This is an optimization exercise on Yosys and OpenROAD, whose aim is small area, not a production implementation. The RTL was checked by simulation tests, not by an equivalence proof against the original design. The flow treats the clock pin as an ideal source. Dropping or thinning the clock tree relies on that and would not hold on a real chip. Power and IR drop assume default switching activity.

==> build 67: inputs <==
==> flow/design.v (excerpt) <==
module step_tracker(clk, rst, step, one_hz, disp_sel, si, steps_bcd, miles, half_mile, active_secs, seg, an);
==> module tracker, before the edit <==
module tracker(clk, rst, step, one_hz, count, miles_reg, active);
input clk, rst, step, one_hz;
output reg [15:0] count;    
output [5:0] miles_reg;     
output reg [3:0] active;    
reg stepped;
reg s1, s2, s3;
reg [4:0] sec_lo;
reg [10:0] sec_hi;
wire sec_cy = step & (&sec_lo);
wire sec_hz = (sec_hi[9:0] == 10'd0);
reg [3:0] nsec;
wire tick = s2 & ~s3;
wire nine = nsec[3] & nsec[0];
assign miles_reg = count[15:10] - {5'd0, stepped & (count[9:0] == 10'd0)};
always @(posedge clk or posedge rst) begin
  if (rst) begin
    count <= 16'd0;
    stepped <= 1'b0;
    s1 <= 1'b0; s2 <= 1'b0; s3 <= 1'b0;
    sec_lo <= 5'd0;
    sec_hi <= 11'd0;
    nsec <= 4'd0;
    active <= 4'd0;
  end else begin
    if (step) begin
      count <= count + 16'd1;
      stepped <= 1'b1;
    end
    s1 <= one_hz; s2 <= s1; s3 <= s2;
    if (tick) begin
      sec_lo <= 5'd0;
      sec_hi <= 11'd0;
    end else begin
      if (step) sec_lo <= sec_lo + 5'd1;
      if (sec_cy) sec_hi <= {sec_hi[9:0], sec_hi[10] ^ sec_hi[8] ^ sec_hz};
    end
    if (tick & ~nine) begin
      nsec <= nsec + 4'd1;
      if ((sec_hi[10:1] != 10'd0) | (sec_hi[0] & (sec_lo != 5'd0))) active <= active + 4'd1;
    end
  end
end
endmodule
==> module bcd, before the edit <==
module bcd(clk, rst, step, wrap, count0, si, dec);
input clk, rst, step, wrap, count0, si;
output [15:0] dec;
reg [15:1] d;
assign dec = {d, count0 | si};
wire [3:0] nine;
genvar i;
generate for (i = 0; i < 4; i = i + 1) begin : g
  assign nine[i] = dec[4*i+3] & dec[4*i];
end endgenerate
wire full = &nine;
wire [3:0] inc;
assign inc[0] = step & (~full | wrap);
assign inc[1] = inc[0] & nine[0];
assign inc[2] = inc[1] & nine[1];
assign inc[3] = inc[2] & nine[2];
wire [15:0] t;
generate for (i = 0; i < 4; i = i + 1) begin : h
  wire e = inc[i] & dec[4*i];
  assign t[4*i]   = inc[i];
  assign t[4*i+1] = e & ~dec[4*i+3];
  assign t[4*i+2] = e & dec[4*i+1];
  assign t[4*i+3] = e & (dec[4*i+3] | (dec[4*i+1] & dec[4*i+2]));
end endgenerate
always @(posedge clk or posedge rst)
  if (rst) d <= 15'd0;
  else d <= d ^ t[15:1];
endmodule
==> module step_tracker, before the edit <==
module step_tracker(clk, rst, step, one_hz, disp_sel, si, steps_bcd, miles, half_mile, active_secs, seg, an);
input clk, rst, step, one_hz;
input [1:0] disp_sel;
output si;
output [15:0] steps_bcd;    
output [4:0] miles;         
output half_mile;           
output [3:0] active_secs;   
output reg [6:0] seg;       
output reg [3:0] an;        
wire [15:0] count;
wire [5:0] miles_reg;
tracker tracker_inst(clk, rst, step, one_hz, count, miles_reg, active_secs);
bcd bcd_inst(clk, rst, step, step & (&count), count[0], si, steps_bcd);
assign si = (count > 16'd9999);
assign miles = miles_reg[5:1];
assign half_mile = miles_reg[0];
reg [14:0] lfsr;
reg [1:0] k;
wire lz = (lfsr[13:0] == 14'd0);
always @(posedge clk or posedge rst)
  if (rst) begin
    lfsr <= 15'd0;
    k <= 2'd0;
  end else begin
    lfsr <= {lfsr[13:0], lfsr[14] ^ lfsr[13] ^ lz};
    if (lfsr[14] & lz) k <= k + 2'd1;
  end
reg [4:0] code;
always @(*) begin
  case (disp_sel)
    2'd0: case (k)
            2'd0: code = {1'b0, steps_bcd[3:0]};
            2'd1: code = {1'b0, steps_bcd[7:4]};
            2'd2: code = {1'b0, steps_bcd[11:8]};
            default: code = {1'b0, steps_bcd[15:12]};
          endcase
    2'd1: case (k)
            2'd0: code = half_mile ? 5'd5 : 5'd0;
            2'd1: code = 5'd31;
            2'd2: code = miles;
            default: code = 5'd0;
          endcase
    default: code = (k == 2'd0) ? {1'b0, active_secs} : 5'd0;
  endcase
  case (k)
    2'd0: an = 4'b1110;
    2'd1: an = 4'b1101;
    2'd2: an = 4'b1011;
    default: an = 4'b0111;
  endcase
  case (code)
    5'd0: seg = 7'b1000000;
    5'd1: seg = 7'b1111001;
    5'd2: seg = 7'b0100100;
    5'd3: seg = 7'b0110000;
    5'd4: seg = 7'b0011001;
    5'd5: seg = 7'b0010010;
    5'd6: seg = 7'b0000010;
    5'd7: seg = 7'b1111000;
    5'd8: seg = 7'b0000000;
    5'd9: seg = 7'b0010000;
    5'd10: seg = 7'b0001000;
    5'd11: seg = 7'b0000011;
    5'd12: seg = 7'b1000110;
    5'd13: seg = 7'b0100001;
    5'd14: seg = 7'b0000110;
    5'd15: seg = 7'b0001110;
    default: seg = 7'b1111111;
  endcase
end
endmodule
export LEC_CHECK = 0
export CAP_MARGIN = 20
export CORE_MARGIN = 2
export CORE_UTILIZATION = 65
export PLACE_DENSITY = 0.8
export SLEW_MARGIN = 20
create_clock -name core_clock -period 20.0 [get_ports {clk}]
standard.sh (not shown) runs the stock make flow with config.mk's settings and CLKGATE_MAP_FILE= SYNTH_SCRIPT=/design/flow/synth_recipe.tcl, a recipe that flattens the netlist after the stock synthesis.
==> flow/flow/run.sh <==
#!/bin/bash
# Layout flow: the standard flow (ORFS), with these changes to how it maps
# the design to cells:
#  - synthesis maps the logic with an area-oriented ABC script
#    (flow/abc_area.script) and without Yosys's full-adder extraction;
#  - ports are buffered with the smallest buffer, buf_1;
#  - in place of clock_tree_synthesis, the registers are split into
#    CLOCK_GROUPS groups of nearly equal size by position, each with one clock
#    buffer, which the clock port drives (flow/clock.tcl).
# Registers, their names and cell types are those of the standard synthesis.
set -euo pipefail
work=$(pwd)
rm -rf "$work/scripts"
cp -r "$FLOW_HOME/scripts" "$work/scripts"
cp "$work/flow/abc_area.script" "$work/scripts/abc_area.script"
sed -i 's|^log_cmd clock_tree_synthesis {\*}\$cts_args$|source $::env(OWN_CTS_TCL)|' "$work/scripts/cts.tcl"
grep -q OWN_CTS_TCL "$work/scripts/cts.tcl"
export SCRIPTS_DIR="$work/scripts"
export OWN_CTS_TCL="$work/flow/clock.tcl"
export CLOCK_BUFFER_CELL=sky130_fd_sc_hd__clkbuf_8
export CLOCK_GROUPS=4
export BUFFER_PORTS_ARGS="-buffer_cell sky130_fd_sc_hd__buf_1"

bash standard.sh SCRIPTS_DIR="$work/scripts" ABC_AREA=1 ADDER_MAP_FILE= synth > "$work/synth.log" 2>&1
bash standard.sh SCRIPTS_DIR="$work/scripts" > "$work/layout.log" 2>&1
==> flow/flow/abc_area.script <==
strash
&get -n
&deepsyn -T 30
&put
&get -n
&dch
&nf -R 1000
&put
topo
stime -c
==> flow/flow/clock.tcl <==
set block [ord::get_db_block]
set dbu [$block getDbUnitsPerMicron]
set regs {}
foreach inst [$block getInsts] {
  if { [[$inst getMaster] isSequential] } {
    set box [$inst getBBox]
    set x [expr { ([$box xMin] + [$box xMax]) / 2.0 / $dbu }]
    set y [expr { ([$box yMin] + [$box yMax]) / 2.0 / $dbu }]
    set clkpin ""
    foreach it [$inst getITerms] {
      if { [$it isClocked] } { set clkpin "[$inst getName]/[[$it getMTerm] getName]" }
    }
    if { $clkpin == "" } { error "no clock pin on [$inst getName]" }
    lappend regs [list $x $y $clkpin]
  }
}

# split regs into k groups of nearly equal size, cutting across the longer side
proc bisect { regs k } {
  if { $k <= 1 } { return [list $regs] }
  set xs {}
  set ys {}
  foreach r $regs { lappend xs [lindex $r 0]; lappend ys [lindex $r 1] }
  set xs [lsort -real $xs]
  set ys [lsort -real $ys]
  set w [expr { [lindex $xs end] - [lindex $xs 0] }]
  set h [expr { [lindex $ys end] - [lindex $ys 0] }]
  set axis [expr { $w >= $h ? 0 : 1 }]
  set sorted [lsort -real -index $axis $regs]
  set k1 [expr { $k / 2 }]
  set n1 [expr { int(round([llength $regs] * double($k1) / $k)) }]
  return [concat [bisect [lrange $sorted 0 [expr { $n1 - 1 }]] $k1] \
                 [bisect [lrange $sorted $n1 end] [expr { $k - $k1 }]]]
}

set groups [bisect $regs $::env(CLOCK_GROUPS)]
set c 0
set rx 0.0
set ry 0.0
foreach g $groups {
  set sx 0.0
  set sy 0.0
  set loads {}
  foreach r $g {
    set sx [expr { $sx + [lindex $r 0] }]
    set sy [expr { $sy + [lindex $r 1] }]
    lappend loads [get_pins [lindex $r 2]]
  }
  set x [expr { $sx / [llength $g] }]
  set y [expr { $sy / [llength $g] }]
  set rx [expr { $rx + $x / [llength $groups] }]
  set ry [expr { $ry + $y / [llength $groups] }]
  puts "clock buffer $c: [llength $g] registers at ($x, $y)"
  insert_buffer -buffer_cell $::env(CLOCK_BUFFER_CELL) -load_pins $loads \
    -location [list $x $y] -buffer_name clkbuf_$c -net_name clk_$c
  incr c
}
if { [info exists ::env(CLOCK_ROOT_CELL)] && $::env(CLOCK_ROOT_CELL) != "" } {
  puts "clock root buffer at ($rx, $ry)"
  insert_buffer -buffer_cell $::env(CLOCK_ROOT_CELL) -net clk -location [list $rx $ry] \
    -buffer_name clkbuf_root -net_name clk_root
}
set_propagated_clock [all_clocks]
==> build 55: changes against build 67 <==
--- a/flow/design.v
+++ b/flow/design.v
@@ -5,8 +5,5 @@
 output reg [3:0] active;    
-reg stepped;
+reg no_step;
 reg s1, s2, s3;
-reg [4:0] sec_lo;
-reg [10:0] sec_hi;
-wire sec_cy = step & (&sec_lo);
-wire sec_hz = (sec_hi[9:0] == 10'd0);
+reg [15:0] sec;
 reg [3:0] nsec;
@@ -14,3 +11,3 @@
 wire nine = nsec[3] & nsec[0];
-assign miles_reg = count[15:10] - {5'd0, stepped & (count[9:0] == 10'd0)};
+assign miles_reg = count[15:10] - {5'd0, ~no_step & (count[9:0] == 10'd0)};
 always @(posedge clk or posedge rst) begin
@@ -18,6 +15,5 @@
     count <= 16'd0;
-    stepped <= 1'b0;
+    no_step <= 1'b1;
     s1 <= 1'b0; s2 <= 1'b0; s3 <= 1'b0;
-    sec_lo <= 5'd0;
-    sec_hi <= 11'd0;
+    sec <= 16'd0;
     nsec <= 4'd0;
@@ -27,15 +23,10 @@
       count <= count + 16'd1;
-      stepped <= 1'b1;
+      no_step <= 1'b0;
     end
     s1 <= one_hz; s2 <= s1; s3 <= s2;
-    if (tick) begin
-      sec_lo <= 5'd0;
-      sec_hi <= 11'd0;
-    end else begin
-      if (step) sec_lo <= sec_lo + 5'd1;
-      if (sec_cy) sec_hi <= {sec_hi[9:0], sec_hi[10] ^ sec_hi[8] ^ sec_hz};
-    end
+    if (tick) sec <= 16'd0;
+    else if (step) sec <= sec + 16'd1;
     if (tick & ~nine) begin
       nsec <= nsec + 4'd1;
-      if ((sec_hi[10:1] != 10'd0) | (sec_hi[0] & (sec_lo != 5'd0))) active <= active + 4'd1;
+      if (sec > 16'd32) active <= active + 4'd1;
     end
@@ -44,7 +35,5 @@
 endmodule
-module bcd(clk, rst, step, wrap, count0, si, dec);
-input clk, rst, step, wrap, count0, si;
-output [15:0] dec;
-reg [15:1] d;
-assign dec = {d, count0 | si};
+module bcd(clk, rst, step, wrap, dec);
+input clk, rst, step, wrap;
+output reg [15:0] dec;
 wire [3:0] nine;
@@ -60,13 +49,9 @@
 assign inc[3] = inc[2] & nine[2];
-wire [15:0] t;
-generate for (i = 0; i < 4; i = i + 1) begin : h
-  wire e = inc[i] & dec[4*i];
-  assign t[4*i]   = inc[i];
-  assign t[4*i+1] = e & ~dec[4*i+3];
-  assign t[4*i+2] = e & dec[4*i+1];
-  assign t[4*i+3] = e & (dec[4*i+3] | (dec[4*i+1] & dec[4*i+2]));
-end endgenerate
-always @(posedge clk or posedge rst)
-  if (rst) d <= 15'd0;
-  else d <= d ^ t[15:1];
+integer j;
+always @(posedge clk or posedge rst) begin
+  if (rst) dec <= 16'd0;
+  else
+    for (j = 0; j < 4; j = j + 1)
+      if (inc[j]) dec[4*j +: 4] <= nine[j] ? 4'd0 : dec[4*j +: 4] + 4'd1;
+end
 endmodule
@@ -85,3 +70,3 @@
 tracker tracker_inst(clk, rst, step, one_hz, count, miles_reg, active_secs);
-bcd bcd_inst(clk, rst, step, step & (&count), count[0], si, steps_bcd);
+bcd bcd_inst(clk, rst, step, step & (&count), steps_bcd);
 assign si = (count > 16'd9999);
==> flow/flow/run.sh (replaced) <==
#!/bin/bash
# Layout flow: the standard flow, with three changes to how it maps the
# design to cells:
#  - synthesis maps the logic with an area-oriented ABC script
#    (flow/abc_area.script) and without Yosys's full-adder extraction;
#  - ports are buffered with the smallest buffer, buf_1;
#  - CTS builds the clock tree from small clock buffers, without dummy loads.
# Registers, their names and cell types are those of the standard synthesis.
set -euo pipefail
work=$(pwd)
rm -rf "$work/scripts"
cp -r "$FLOW_HOME/scripts" "$work/scripts"
cp "$work/flow/abc_area.script" "$work/scripts/abc_area.script"

bash standard.sh SCRIPTS_DIR="$work/scripts" ABC_AREA=1 ADDER_MAP_FILE= synth > "$work/synth.log" 2>&1

export BUFFER_PORTS_ARGS="-buffer_cell sky130_fd_sc_hd__buf_1"
export CTS_ARGS="-sink_clustering_enable -repair_clock_nets -dont_use_dummy_load -buf_list sky130_fd_sc_hd__clkbuf_4 sky130_fd_sc_hd__clkbuf_8"
bash standard.sh > "$work/layout.log" 2>&1
==> flow/flow/abc_area.script (replaced) <==
strash
&get -n
&deepsyn -T 20
&put
dch -f
amap
topo
stime -c
Settings changed: CORE_UTILIZATION 65 to 40, PLACE_DENSITY 0.8 to 0.6.
removed: flow/flow/clock.tcl
==> build 60: changes against build 67 <==
--- a/flow/design.v
+++ b/flow/design.v
@@ -7,6 +7,3 @@
 reg s1, s2, s3;
-reg [4:0] sec_lo;
-reg [10:0] sec_hi;
-wire sec_cy = step & (&sec_lo);
-wire sec_hz = (sec_hi[9:0] == 10'd0);
+reg [15:0] sec;
 reg [3:0] nsec;
@@ -20,4 +17,3 @@
     s1 <= 1'b0; s2 <= 1'b0; s3 <= 1'b0;
-    sec_lo <= 5'd0;
-    sec_hi <= 11'd0;
+    sec <= 16'd0;
     nsec <= 4'd0;
@@ -30,12 +26,7 @@
     s1 <= one_hz; s2 <= s1; s3 <= s2;
-    if (tick) begin
-      sec_lo <= 5'd0;
-      sec_hi <= 11'd0;
-    end else begin
-      if (step) sec_lo <= sec_lo + 5'd1;
-      if (sec_cy) sec_hi <= {sec_hi[9:0], sec_hi[10] ^ sec_hi[8] ^ sec_hz};
-    end
+    if (tick) sec <= 16'd0;
+    else if (step) sec <= sec + 16'd1;
     if (tick & ~nine) begin
       nsec <= nsec + 4'd1;
-      if ((sec_hi[10:1] != 10'd0) | (sec_hi[0] & (sec_lo != 5'd0))) active <= active + 4'd1;
+      if (sec > 16'd32) active <= active + 4'd1;
     end
@@ -44,7 +35,5 @@
 endmodule
-module bcd(clk, rst, step, wrap, count0, si, dec);
-input clk, rst, step, wrap, count0, si;
-output [15:0] dec;
-reg [15:1] d;
-assign dec = {d, count0 | si};
+module bcd(clk, rst, step, wrap, dec);
+input clk, rst, step, wrap;
+output reg [15:0] dec;
 wire [3:0] nine;
@@ -60,13 +49,9 @@
 assign inc[3] = inc[2] & nine[2];
-wire [15:0] t;
-generate for (i = 0; i < 4; i = i + 1) begin : h
-  wire e = inc[i] & dec[4*i];
-  assign t[4*i]   = inc[i];
-  assign t[4*i+1] = e & ~dec[4*i+3];
-  assign t[4*i+2] = e & dec[4*i+1];
-  assign t[4*i+3] = e & (dec[4*i+3] | (dec[4*i+1] & dec[4*i+2]));
-end endgenerate
-always @(posedge clk or posedge rst)
-  if (rst) d <= 15'd0;
-  else d <= d ^ t[15:1];
+integer j;
+always @(posedge clk or posedge rst) begin
+  if (rst) dec <= 16'd0;
+  else
+    for (j = 0; j < 4; j = j + 1)
+      if (inc[j]) dec[4*j +: 4] <= nine[j] ? 4'd0 : dec[4*j +: 4] + 4'd1;
+end
 endmodule
@@ -85,3 +70,3 @@
 tracker tracker_inst(clk, rst, step, one_hz, count, miles_reg, active_secs);
-bcd bcd_inst(clk, rst, step, step & (&count), count[0], si, steps_bcd);
+bcd bcd_inst(clk, rst, step, step & (&count), steps_bcd);
 assign si = (count > 16'd9999);
==> flow/flow/abc_area.script (replaced) <==
strash
&get -n
&deepsyn -T 20
&put
dch -f
amap
topo
stime -c
Settings changed: CORE_UTILIZATION 65 to 80, PLACE_DENSITY 0.8 to 0.9.
==> build 2: changes against build 67 <==
--- a/flow/design.v
+++ b/flow/design.v
@@ -7,6 +7,3 @@
 reg s1, s2, s3;
-reg [4:0] sec_lo;
-reg [10:0] sec_hi;
-wire sec_cy = step & (&sec_lo);
-wire sec_hz = (sec_hi[9:0] == 10'd0);
+reg [15:0] sec;
 reg [3:0] nsec;
@@ -20,4 +17,3 @@
     s1 <= 1'b0; s2 <= 1'b0; s3 <= 1'b0;
-    sec_lo <= 5'd0;
-    sec_hi <= 11'd0;
+    sec <= 16'd0;
     nsec <= 4'd0;
@@ -30,12 +26,7 @@
     s1 <= one_hz; s2 <= s1; s3 <= s2;
-    if (tick) begin
-      sec_lo <= 5'd0;
-      sec_hi <= 11'd0;
-    end else begin
-      if (step) sec_lo <= sec_lo + 5'd1;
-      if (sec_cy) sec_hi <= {sec_hi[9:0], sec_hi[10] ^ sec_hi[8] ^ sec_hz};
-    end
+    if (tick) sec <= 16'd0;
+    else if (step) sec <= sec + 16'd1;
     if (tick & ~nine) begin
       nsec <= nsec + 4'd1;
-      if ((sec_hi[10:1] != 10'd0) | (sec_hi[0] & (sec_lo != 5'd0))) active <= active + 4'd1;
+      if (sec > 16'd32) active <= active + 4'd1;
     end
@@ -44,7 +35,5 @@
 endmodule
-module bcd(clk, rst, step, wrap, count0, si, dec);
-input clk, rst, step, wrap, count0, si;
-output [15:0] dec;
-reg [15:1] d;
-assign dec = {d, count0 | si};
+module bcd(clk, rst, step, wrap, dec);
+input clk, rst, step, wrap;
+output reg [15:0] dec;
 wire [3:0] nine;
@@ -60,13 +49,9 @@
 assign inc[3] = inc[2] & nine[2];
-wire [15:0] t;
-generate for (i = 0; i < 4; i = i + 1) begin : h
-  wire e = inc[i] & dec[4*i];
-  assign t[4*i]   = inc[i];
-  assign t[4*i+1] = e & ~dec[4*i+3];
-  assign t[4*i+2] = e & dec[4*i+1];
-  assign t[4*i+3] = e & (dec[4*i+3] | (dec[4*i+1] & dec[4*i+2]));
-end endgenerate
-always @(posedge clk or posedge rst)
-  if (rst) d <= 15'd0;
-  else d <= d ^ t[15:1];
+integer j;
+always @(posedge clk or posedge rst) begin
+  if (rst) dec <= 16'd0;
+  else
+    for (j = 0; j < 4; j = j + 1)
+      if (inc[j]) dec[4*j +: 4] <= nine[j] ? 4'd0 : dec[4*j +: 4] + 4'd1;
+end
 endmodule
@@ -85,3 +70,3 @@
 tracker tracker_inst(clk, rst, step, one_hz, count, miles_reg, active_secs);
-bcd bcd_inst(clk, rst, step, step & (&count), count[0], si, steps_bcd);
+bcd bcd_inst(clk, rst, step, step & (&count), steps_bcd);
 assign si = (count > 16'd9999);
==> comparison <==
Build 67 passed the timing, DRC and antenna checks. Build 60 produced a clean layout. Build 55 ended with an error in clock tree synthesis. Build 2 produced a clean layout. Synthesized area, lowest first: build 67, build 2, build 60, build 55. Via count, lowest first: build 67, build 2, build 60. The highest die area belongs to build 2, the lowest to build 60. Against build 60, the hold slack of build 67 is higher by 0.025 ns. Synthesized cell count: build 60 is lower than build 55 (1.6%). Routed wire length: build 2 is higher than build 67 (about 4%). Setup slack: build 2 is worse than build 67 (0.64 ns). In build 67 the clock skew is lower than in build 60, by 0.0063 ns. Sequential share of layout area: build 2 > build 67 > build 60.
==> figures <==
	build 67	build 55	build 60	build 2
Result of the run	timing/DRC/antenna clean	aborted with a tool error	timing/DRC/antenna clean	timing/DRC/antenna clean
Stage where the flow stopped	-	clock tree synthesis	-	-
Stage delay of the slowest cell on the critical path	0.32 ns	-	0.42 ns	0.40 ns
Total area of sequential cells	1900 sq um	-	1930 sq um	1930 sq um
Net count after synthesis	307	371	365	324
Slew at the pin with the worst max-slew slack	0.896 ns	-	0.926 ns	0.929 ns
Simple-gate area share of the yosys netlist	17.2%	24.4%	23.6%	19.5%
Critical-path maximum fanout	8	-	5	6
Tap cell instance count	67	-	50	67
Static Leakage	1.60 nW	-	1.51 nW	1.65 nW
Post-route met1 wirelength	2850 um	-	3030 um	2970 um
Arr. time, crit path	5.86 ns	-	6.87 ns	6.50 ns
Power in combinational cells	74.3 uW	-	91.1 uW	61.2 uW
DR vias	2378	-	2836	2492
Min-delay worst type	reg -> reg	-	reg -> reg	reg -> reg
Largest net degree at the start of global routing	77	-	78	78
Syn Std Cell Area	3230 sq um	3310 sq um	3300 sq um	3270 sq um
Die area	5550 sq um	-	4650 sq um	5620 sq um
Most used routing layer in global routing	met1	-	met2	met2
Reg-to-reg endpoint	bcd_inst.d[14]$_DFF_PP0_	-	bcd_inst.dec[15]$_DFFE_PP0P_	bcd_inst.dec[14]$_DFFE_PP0P_
In build 67, build 60 and build 2 the design's own scripts or RTL, not TritonCTS, make the clock network.

-- what the ideal ports hide --
The results above use ideal ports. As a check the final layouts listed here were re-extracted and re-timed, cells and wires unchanged. Step 1: set_driving_cell puts a clkbuf_16 on clk and a buf_2 on each other input, an assumption about the parent block. Step 2 also shifts input and output timing later by t, the mid clock arrival at the registers, as if the neighbouring blocks saw the same clock. a / b / c = no drivers / after step 1 / after step 2; a / b = the first two.
run | t, ns | setup WS [ns] | hold slack, ns | clock arrival spread, ns | worst slew at a driven data input, ns
build 67 | 0.215 | 10.137 / 10.116 / 10.116 | 0.378 / 0.378 / 0.378 | 0.012 / 0.012 | 0.04
build 60 | 0.222 | 9.130 / 9.108 / 9.108 | 0.352 / 0.352 / 0.352 | 0.018 / 0.017 | 0.03
build 2 | 0.218 | 9.500 / 9.476 / 9.476 | 0.370 / 0.370 / 0.370 | 0.008 / 0.008 | 0.03
After both steps every run listed still meets setup and hold. For build 2, which loses most, drivers alone change the setup slack by -0.024 ns; drivers and shift together by -0.024 ns.
